Background: an optimization exercise with open tools, aiming at a short achievable clock period and few clock cycles. Do not read the settings as production practice.
At most, simulation tests tie the RTL to the original design; equivalence was not proved.
No activity file was given, so power comes from the tool's default toggle rates.

run a:
==> flow/design.v (excerpt) <==
module core(
	input logic clk,
	input logic rst,
	output logic [31:0] imem_addr,
	input logic [31:0] imem_rdata,
	output logic [31:0] dmem_addr,
	output logic [31:0] dmem_wdata,
	output logic [3:0] dmem_wstrb,
	output logic dmem_ren,
	input logic [31:0] dmem_rdata
	);
export LEC_CHECK = 0
export ABC_CLOCK_PERIOD_IN_PS = 3500
export CAP_MARGIN = 35
export CORE_MARGIN = 2
export CORE_UTILIZATION = 40
export PLACE_DENSITY = 0.6
export SETUP_SLACK_MARGIN = 5
export SLEW_MARGIN = 35
create_clock -name core_clock -period 10.0 [get_ports {clk}]
standard.sh (not shown) runs the stock make flow with config.mk's settings and CLKGATE_MAP_FILE= SYNTH_SCRIPT=/design/flow/synth_recipe.tcl, a recipe that flattens the netlist after the stock synthesis.
==> flow/flow/run.sh <==
#!/bin/bash
# The standard layout (standard.sh), with repair_timing aiming at a larger
# setup slack margin than config.mk may set. Everything else is unchanged.
set -euo pipefail
sed -e 's/ SETUP_SLACK_MARGIN=[0-9.]*/ SETUP_SLACK_MARGIN=8/' standard.sh > standard_margin.sh
grep -q 'SETUP_SLACK_MARGIN=8' standard_margin.sh
bash standard_margin.sh > standard.log 2>&1
Testbench counts of run a, summed over its fixed seeds: cycles 35,448.
Inputs modified between run a and run b:
--- a/flow/design.v
+++ b/flow/design.v
@@ -27,29 +27,30 @@
 	logic [6:0]  e_rc;               
 	logic [2:0]  e_f3;
 	logic        e_sub;
 	logic [6:0]  e_rsel;             
 	logic        e_slt_s;
 	logic [1:0]  e_shk;              
 	logic [31:0] e_pc4, e_alt;
 	logic [31:0] m_res;
+	logic [31:0] m_addr;             
 	logic [4:0]  m_rd;
 	logic        m_we, m_load;
 	logic [2:0]  m_f3;
 	logic [31:0] m_wdata;
 	logic [3:0]  m_wstrb;
 	logic [31:0] w_res;
 	logic [4:0]  w_rd;
 	logic        w_we, w_load;
 	logic [3:0]  w_b0, w_b1, w_sg;   
 	logic        w_b1s, w_hs, w_wd;  
 	logic [31:0] rf [1:31];
 	assign imem_addr  = fpc;
-	assign dmem_addr  = m_res;
+	assign dmem_addr  = m_addr;
 	assign dmem_wdata = m_wdata;
 	assign dmem_wstrb = m_wstrb;
 	assign dmem_ren   = m_load;
 	logic [7:0] by0, by1, by2, by3;
 	assign {by3, by2, by1, by0} = dmem_rdata;
 	logic sgn;
 	assign sgn = (w_sg[0] & by0[7]) | (w_sg[1] & by1[7]) | (w_sg[2] & by2[7]) | (w_sg[3] & by3[7]);
 	logic [31:0] ld;
@@ -292,16 +293,17 @@
 		e_f3 <= f3;
 		e_sub <= alu_sub;
 		e_rsel <= {is_jal | is_jalr, alu_sh, alu_and, alu_or, alu_xor, alu_slt, alu_add};
 		e_slt_s <= ~f3[0];
 		e_shk <= {f3[2], d_inst[30]};
 		e_pc4 <= d_pc4;
 		e_alt <= d_taken_pred ? d_pc4 : d_tgt;
 		m_res <= res;
+		if (e_load | e_store) m_addr <= sum;
 		m_rd <= e_rd;
 		m_f3 <= e_f3;
 		m_wdata <= st_data;
 		w_res <= m_res;
 		w_rd <= m_rd;
 		w_b0 <= m_w ? 4'b0001 : ma1h;
 		w_b1 <= m_w ? 4'b0010 : m_h & ~m_h3 ? {ma1h[2:0], 1'b0} : 4'b0000;
 		w_sg <= m_bs ? ma1h : m_hs ? {ma1h[2:0], 1'b0} : 4'b0000;
Results
- In run b the final critical-path required period turned out 0.0059 ns higher than in run a.
- From run a to run b the numbers moved as follows: power share of the sequential group climbed 0.3 points; hold slack barely changed.
- Worst-path cell with the longest stage delay = sky130_fd_sc_hd__dfxtp_4: run a; worst-path cell with the longest stage delay = sky130_fd_sc_hd__dfxtp_2: run b
- On area after synthesis: run b sits above run a.
- Run a -> run b: internal power component increased slightly
- NOTE: first-iteration DRC count in run b falls short of that of run a
- Comparing run b with run a, the via count of the first global-routing pass came out essentially unchanged.
For run b, only the layout was checked, not whether the RTL still works.

* * *

the previous run:
The RTL this note starts from:
==> flow/design.v <==
module core(
	input logic clk,
	input logic rst,
	output logic [31:0] imem_addr,
	input logic [31:0] imem_rdata,
	output logic [31:0] dmem_addr,
	output logic [31:0] dmem_wdata,
	output logic [3:0] dmem_wstrb,
	output logic dmem_ren,
	input logic [31:0] dmem_rdata
	);
	logic [31:0] fpc;
	logic        btb_v, d_bp;      
	logic [31:0] btb_pc, btb_tgt;
	logic        e_bpfix;
	logic        d_valid;
	logic [31:0] d_pc;
	logic        e_valid;
	logic [31:0] e_a, e_b, e_sd;
	logic [3:0]  fa, fb, fs;         
	logic [4:0]  e_rd;
	logic        e_we, e_load, e_store, e_branch, e_jalr, e_pred;
	logic [2:0]  e_f3;
	logic        e_sub;
	logic [6:0]  e_rsel;             
	logic        e_slt_s;            
	logic [1:0]  e_shk;              
	logic [31:0] e_pc4, e_alt;
	logic [31:0] m_res;
	logic [4:0]  m_rd;
	logic        m_we, m_load;
	logic [2:0]  m_f3;
	logic [31:0] m_wdata;
	logic [3:0]  m_wstrb;
	logic [31:0] w_res;
	logic [4:0]  w_rd;
	logic        w_we, w_load;
	logic [2:0]  w_f3;
	logic [1:0]  w_alow;
	logic [31:0] x_val;
	logic [31:0] rf [1:31];
	assign imem_addr  = fpc;
	assign dmem_addr  = m_res;
	assign dmem_wdata = m_wdata;
	assign dmem_wstrb = m_wstrb;
	assign dmem_ren   = m_load;
	logic [31:0] ld;
	logic [31:0] wb_val;
	always_comb begin
		logic [7:0] by;
		logic [15:0] hw;
		case (w_alow)
			2'd0: by = dmem_rdata[7:0];
			2'd1: by = dmem_rdata[15:8];
			2'd2: by = dmem_rdata[23:16];
			default: by = dmem_rdata[31:24];
		endcase
		case (w_alow)
			2'd0: hw = dmem_rdata[15:0];
			2'd1: hw = dmem_rdata[23:8];
			default: hw = dmem_rdata[31:16];
		endcase
		ld = 32'b0;
		case (w_f3)
			3'b000: ld = {{24{by[7]}}, by};
			3'b100: ld = {24'b0, by};
			3'b001: ld = (w_alow == 2'd3) ? {24'b0, by} : {{16{hw[15]}}, hw};
			3'b101: ld = (w_alow == 2'd3) ? {24'b0, by} : {16'b0, hw};
			3'b010: ld = dmem_rdata;
			default: ld = 32'b0;
		endcase
		wb_val = w_load ? ld : w_res;
	end
	always_ff @(posedge clk) begin
		if (w_we) rf[w_rd] <= wb_val;
	end
	logic [31:0] a, b, sd;
	assign a  = ({32{fa[0]}} & m_res) | ({32{fa[1]}} & w_res) | ({32{fa[2]}} & x_val) | ({32{fa[3]}} & e_a);
	assign b  = ({32{fb[0]}} & m_res) | ({32{fb[1]}} & w_res) | ({32{fb[2]}} & x_val) | ({32{fb[3]}} & e_b);
	assign sd = ({32{fs[0]}} & m_res) | ({32{fs[1]}} & w_res) | ({32{fs[2]}} & x_val) | ({32{fs[3]}} & e_sd);
	logic [32:0] sum33;
	logic [31:0] sum;
	assign sum33 = {1'b0, a} + {1'b0, b ^ {32{e_sub}}} + {32'b0, e_sub};
	assign sum = sum33[31:0];
	logic eq, ltu, lts;
	assign eq  = (a == b);
	assign ltu = ~sum33[32];
	assign lts = (a[31] ^ b[31]) ? a[31] : sum[31];
	logic [31:0] shl, shr;
	logic [32:0] shr33;
	assign shl = a << b[4:0];
	assign shr33 = $signed({e_shk[0] & a[31], a}) >>> b[4:0];
	assign shr = shr33[31:0];
	logic [31:0] res;
	assign res = ({32{e_rsel[0]}} & sum)
	           | {31'b0, e_rsel[1] & (e_slt_s ? lts : ltu)}
	           | ({32{e_rsel[2]}} & (a ^ b))
	           | ({32{e_rsel[3]}} & (a | b))
	           | ({32{e_rsel[4]}} & (a & b))
	           | ({32{e_rsel[5]}} & (e_shk[1] ? shr : shl))
	           | ({32{e_rsel[6]}} & e_pc4);
	logic taken;
	always_comb begin
		case (e_f3)
			3'b000: taken = eq;
			3'b001: taken = ~eq;
			3'b100: taken = lts;
			3'b101: taken = ~lts;
			3'b110: taken = ltu;
			default: taken = ~ltu;
		endcase
	end
	logic e_redir;
	logic [31:0] e_tgt;
	assign e_redir = e_valid & (e_jalr | (e_branch & (taken ^ e_pred)) | e_bpfix);
	assign e_tgt = e_jalr ? sum : e_alt;
	logic [3:0] st_strb;
	logic [31:0] st_data;
	always_comb begin
		st_strb = 4'b0000;
		case (e_f3[1:0])
			2'b00: st_strb = 4'b0001 << sum[1:0];
			2'b01: st_strb = (sum[1:0] == 2'd3) ? 4'b0000 : (4'b0011 << sum[1:0]);
			2'b10: st_strb = 4'b1111;
			default: st_strb = 4'b0000;
		endcase
		if (e_f3[2]) st_strb = 4'b0000;
		if (e_f3[1]) st_data = sd;
		else case (sum[1:0])
			2'd0: st_data = sd;
			2'd1: st_data = {sd[23:0], 8'b0};
			2'd2: st_data = {sd[15:0], 16'b0};
			default: st_data = {sd[7:0], 24'b0};
		endcase
	end
	logic [31:0] inst;
	assign inst = imem_rdata;
	logic [6:0] opc;
	logic [2:0] f3;
	logic [4:0] rs1, rs2, rd;
	assign opc = inst[6:0];
	assign f3  = inst[14:12];
	assign rs1 = inst[19:15];
	assign rs2 = inst[24:20];
	assign rd  = inst[11:7];
	logic is_op, is_opimm, is_lui, is_auipc, is_jal, is_jalr, is_br, is_ld, is_st;
	assign is_op    = opc == 7'b0110011;
	assign is_opimm = opc == 7'b0010011;
	assign is_lui   = opc == 7'b0110111;
	assign is_auipc = opc == 7'b0010111;
	assign is_jal   = opc == 7'b1101111;
	assign is_jalr  = opc == 7'b1100111;
	assign is_br    = opc == 7'b1100011;
	assign is_ld    = opc == 7'b0000011;
	assign is_st    = opc == 7'b0100011;
	logic use1, use2, b_is_rs2, wr;
	assign use1 = is_op | is_opimm | is_jalr | is_br | is_ld | is_st;
	assign b_is_rs2 = is_op | is_br;
	assign use2 = is_op | is_br | is_st;
	assign wr = (is_op | is_opimm | is_lui | is_auipc | is_jal | is_jalr | is_ld) & (rd != 5'd0);
	logic [31:0] imm_i, imm_s, imm_u, imm;
	assign imm_i = {{20{inst[31]}}, inst[31:20]};
	assign imm_s = {{20{inst[31]}}, inst[31:25], inst[11:7]};
	assign imm_u = {inst[31:12], 12'b0};
	assign imm = is_st ? imm_s : (is_lui | is_auipc) ? imm_u : imm_i;
	logic [31:0] r1, r2;
	assign r1 = (rs1 == 5'd0) ? 32'b0 : rf[rs1];
	assign r2 = (rs2 == 5'd0) ? 32'b0 : rf[rs2];
	logic m1, w1, x1, m2, w2, x2;
	assign m1 = e_valid & e_we & (e_rd == rs1);
	assign w1 = m_we & (m_rd == rs1);
	assign x1 = w_we & (w_rd == rs1);
	assign m2 = e_valid & e_we & (e_rd == rs2);
	assign w2 = m_we & (m_rd == rs2);
	assign x2 = w_we & (w_rd == rs2);
	logic [3:0] fa_n, f2_n;
	assign fa_n = use1 ? {~(m1 | w1 | x1), x1 & ~m1 & ~w1, w1 & ~m1, m1} : 4'b1000;
	assign f2_n = {~(m2 | w2 | x2), x2 & ~m2 & ~w2, w2 & ~m2, m2};
	logic hazard;
	assign hazard = (use1 & ((m1 & e_load) | (~m1 & w1 & m_load)))
	              | (use2 & ((m2 & e_load) | (~m2 & w2 & m_load)));
	logic alu_sub, alu_slt, alu_sltu, alu_xor, alu_or, alu_and, alu_sh, alu_add;
	logic is_alu;
	assign is_alu = is_op | is_opimm;
	assign alu_sub  = (is_op & f3 == 3'b000 & inst[30]) | (is_alu & (f3 == 3'b010 | f3 == 3'b011)) | is_br;
	assign alu_slt  = is_alu & (f3 == 3'b010 | f3 == 3'b011);
	assign alu_xor  = is_alu & f3 == 3'b100;
	assign alu_or   = is_alu & f3 == 3'b110;
	assign alu_and  = is_alu & f3 == 3'b111;
	assign alu_sh   = is_alu & (f3 == 3'b001 | f3 == 3'b101);
	assign alu_add  = (is_alu & f3 == 3'b000) | is_ld | is_st | is_lui | is_auipc;
	logic [13:0] bl;
	assign bl = {1'b0, d_pc[12:0]} + {1'b0, inst[31], inst[7], inst[30:25], inst[11:8], 1'b0};
	logic [18:0] bh_p, bh_m, bh;
	assign bh_p = d_pc[31:13] + 19'd1;
	assign bh_m = d_pc[31:13] - 19'd1;
	assign bh = (bl[13] & ~inst[31]) ? bh_p : (~bl[13] & inst[31]) ? bh_m : d_pc[31:13];
	logic [21:0] jl;
	assign jl = {1'b0, d_pc[20:0]} + {1'b0, inst[31], inst[19:12], inst[20], inst[30:21], 1'b0};
	logic [10:0] jh_p, jh_m, jh;
	assign jh_p = d_pc[31:21] + 11'd1;
	assign jh_m = d_pc[31:21] - 11'd1;
	assign jh = (jl[21] & ~inst[31]) ? jh_p : (~jl[21] & inst[31]) ? jh_m : d_pc[31:21];
	logic [31:0] d_bt, d_jt, d_pc4;
	assign d_bt = {bh, bl[12:0]};
	assign d_jt = {jh, jl[20:0]};
	assign d_pc4 = d_pc + 32'd4;
	logic d_pred;
	assign d_pred = is_br & inst[31];
	logic d_replay, d_redir;
	assign d_replay = d_valid & hazard;
	assign d_redir = d_valid & (hazard | is_jal | (d_pred & ~d_bp));
	logic f_hit;
	assign f_hit = btb_v & (fpc == btb_pc);
	always_ff @(posedge clk or negedge rst) begin
		if (!rst) begin
			fpc <= 32'h0000_8000;
			d_valid <= 1'b0;
			btb_v <= 1'b0;
			e_valid <= 1'b0;
			m_we <= 1'b0;
			m_load <= 1'b0;
			m_wstrb <= 4'b0;
			w_we <= 1'b0;
			w_load <= 1'b0;
		end else begin
			if (e_redir) fpc <= e_tgt;
			else if (d_redir) fpc <= hazard ? d_pc : is_jal ? d_jt : d_bt;
			else if (f_hit) fpc <= btb_tgt;
			else fpc <= fpc + 32'd4;
			if (d_valid & d_pred & ~d_bp) btb_v <= 1'b1;
			d_valid <= ~(e_redir | d_redir);
			e_valid <= d_valid & ~e_redir & ~hazard;
			m_we <= e_valid & e_we;
			m_load <= e_valid & e_load;
			m_wstrb <= (e_valid & e_store) ? st_strb : 4'b0;
			w_we <= m_we;
			w_load <= m_load;
		end
	end
	always_ff @(posedge clk) begin
		d_pc <= fpc;
		d_bp <= f_hit;
		if (d_valid & d_pred & ~d_bp) begin
			btb_pc <= d_pc;
			btb_tgt <= d_bt;
		end
		e_bpfix <= d_bp & ~d_pred;
		e_a <= is_auipc ? d_pc : is_lui ? 32'b0 : r1;
		e_b <= b_is_rs2 ? r2 : imm;
		e_sd <= r2;
		fa <= fa_n;
		fb <= b_is_rs2 ? f2_n : 4'b1000;
		fs <= f2_n;
		e_rd <= rd;
		e_we <= wr;
		e_load <= is_ld;
		e_store <= is_st;
		e_branch <= is_br;
		e_jalr <= is_jalr;
		e_pred <= d_pred;
		e_f3 <= f3;
		e_sub <= alu_sub;
		e_rsel <= {is_jal | is_jalr, alu_sh, alu_and, alu_or, alu_xor, alu_slt, alu_add};
		e_slt_s <= ~f3[0];
		e_shk <= {f3[2], inst[30]};
		e_pc4 <= d_pc4;
		e_alt <= (d_pred | d_bp) ? d_pc4 : d_bt;
		m_res <= res;
		m_rd <= e_rd;
		m_f3 <= e_f3;
		m_wdata <= st_data;
		w_res <= m_res;
		w_rd <= m_rd;
		w_f3 <= m_f3;
		w_alow <= m_res[1:0];
		x_val <= wb_val;
	end
endmodule
export LEC_CHECK = 0
export ABC_CLOCK_PERIOD_IN_PS = 3500
export CAP_MARGIN = 35
export CORE_MARGIN = 2
export CORE_UTILIZATION = 40
export PLACE_DENSITY = 0.6
export SETUP_SLACK_MARGIN = 5
export SLEW_MARGIN = 35
create_clock -name core_clock -period 10.0 [get_ports {clk}]
run.sh (not shown) runs the stock make flow with config.mk's settings and CLKGATE_MAP_FILE= SYNTH_SCRIPT=/design/flow/synth_recipe.tcl, a recipe that flattens the netlist after the stock synthesis.
Stock flow here: none of the scripts above is used.
Testbench counts of the previous run, summed over its fixed seeds: cycles 33,886.
#### Input delta (the current run over the previous run)
diff --git a/flow/design.v b/flow/design.v
--- a/flow/design.v
+++ b/flow/design.v
@@ -86,12 +86,10 @@
 	assign eq  = (a == b);
 	assign ltu = ~sum33[32];
 	assign lts = (a[31] ^ b[31]) ? a[31] : sum[31];
 	logic [31:0] shl, shr;
-	logic [32:0] shr33;
 	assign shl = a << b[4:0];
-	assign shr33 = $signed({e_shk[0] & a[31], a}) >>> b[4:0];
-	assign shr = shr33[31:0];
+	assign shr = $unsigned($signed({e_shk[0] & a[31], a}) >>> b[4:0]);
 	logic [31:0] res;
 	assign res = ({32{e_rsel[0]}} & sum)
 	           | {31'b0, e_rsel[1] & (e_slt_s ? lts : ltu)}
 	           | ({32{e_rsel[2]}} & (a ^ b))
Notes after the runs:
Changes observed in the current run relative to the previous run: worst hold slack across all endpoints roughly the same; maximum achievable frequency roughly the same; measured slew at the worst slew-check pin lower.
The previous run consumes less power than the current run.
Net switching share of the total power was lower in the current run than in the previous run.
The current run finished every step from synthesis to the final layout, and the layout passed the timing, design-rule and antenna checks.
For the current run, only the layout was checked, not whether the RTL still works.

re-timing with driven ports:
No port has a modelled driver above. Below, the same layouts with a new extraction and two added sets of constraints.
Step 1, drivers: a clkbuf_16 drives clk and a buf_2 each remaining input, both assumed.
Step 2 also shifts input and output timing later by t, the mid clock arrival at the registers, as if the neighbouring blocks saw the same clock.
a / b / c = no drivers / after step 1 / after step 2; a / b = the first two.
run | shift t [ns] | setup slack, ns | worst hold slack (ns) | worst slew at a driven data input, ns | cell pins on the clock port's net
run a | 0.943 | 6.167 / 6.167 / 5.481 | 0.389 / 0.389 / 0.389 | 0.11 | 1
run b | 0.934 | 6.161 / 6.161 / 5.338 | 0.392 / 0.392 / 0.392 | 0.09 | 1
the previous run | 0.884 | 5.018 / 4.893 / 4.009 | 0.330 / 0.330 / 0.330 | 0.36 | 1
the current run | 0.903 | 5.007 / 5.002 / 4.099 | 0.327 / 0.327 / 0.327 | 0.22 | 1
After both steps setup and hold are still met in every run listed. For the previous run, which loses most, drivers alone change the setup slack by -0.125 ns; drivers and shift together by -1.009 ns.
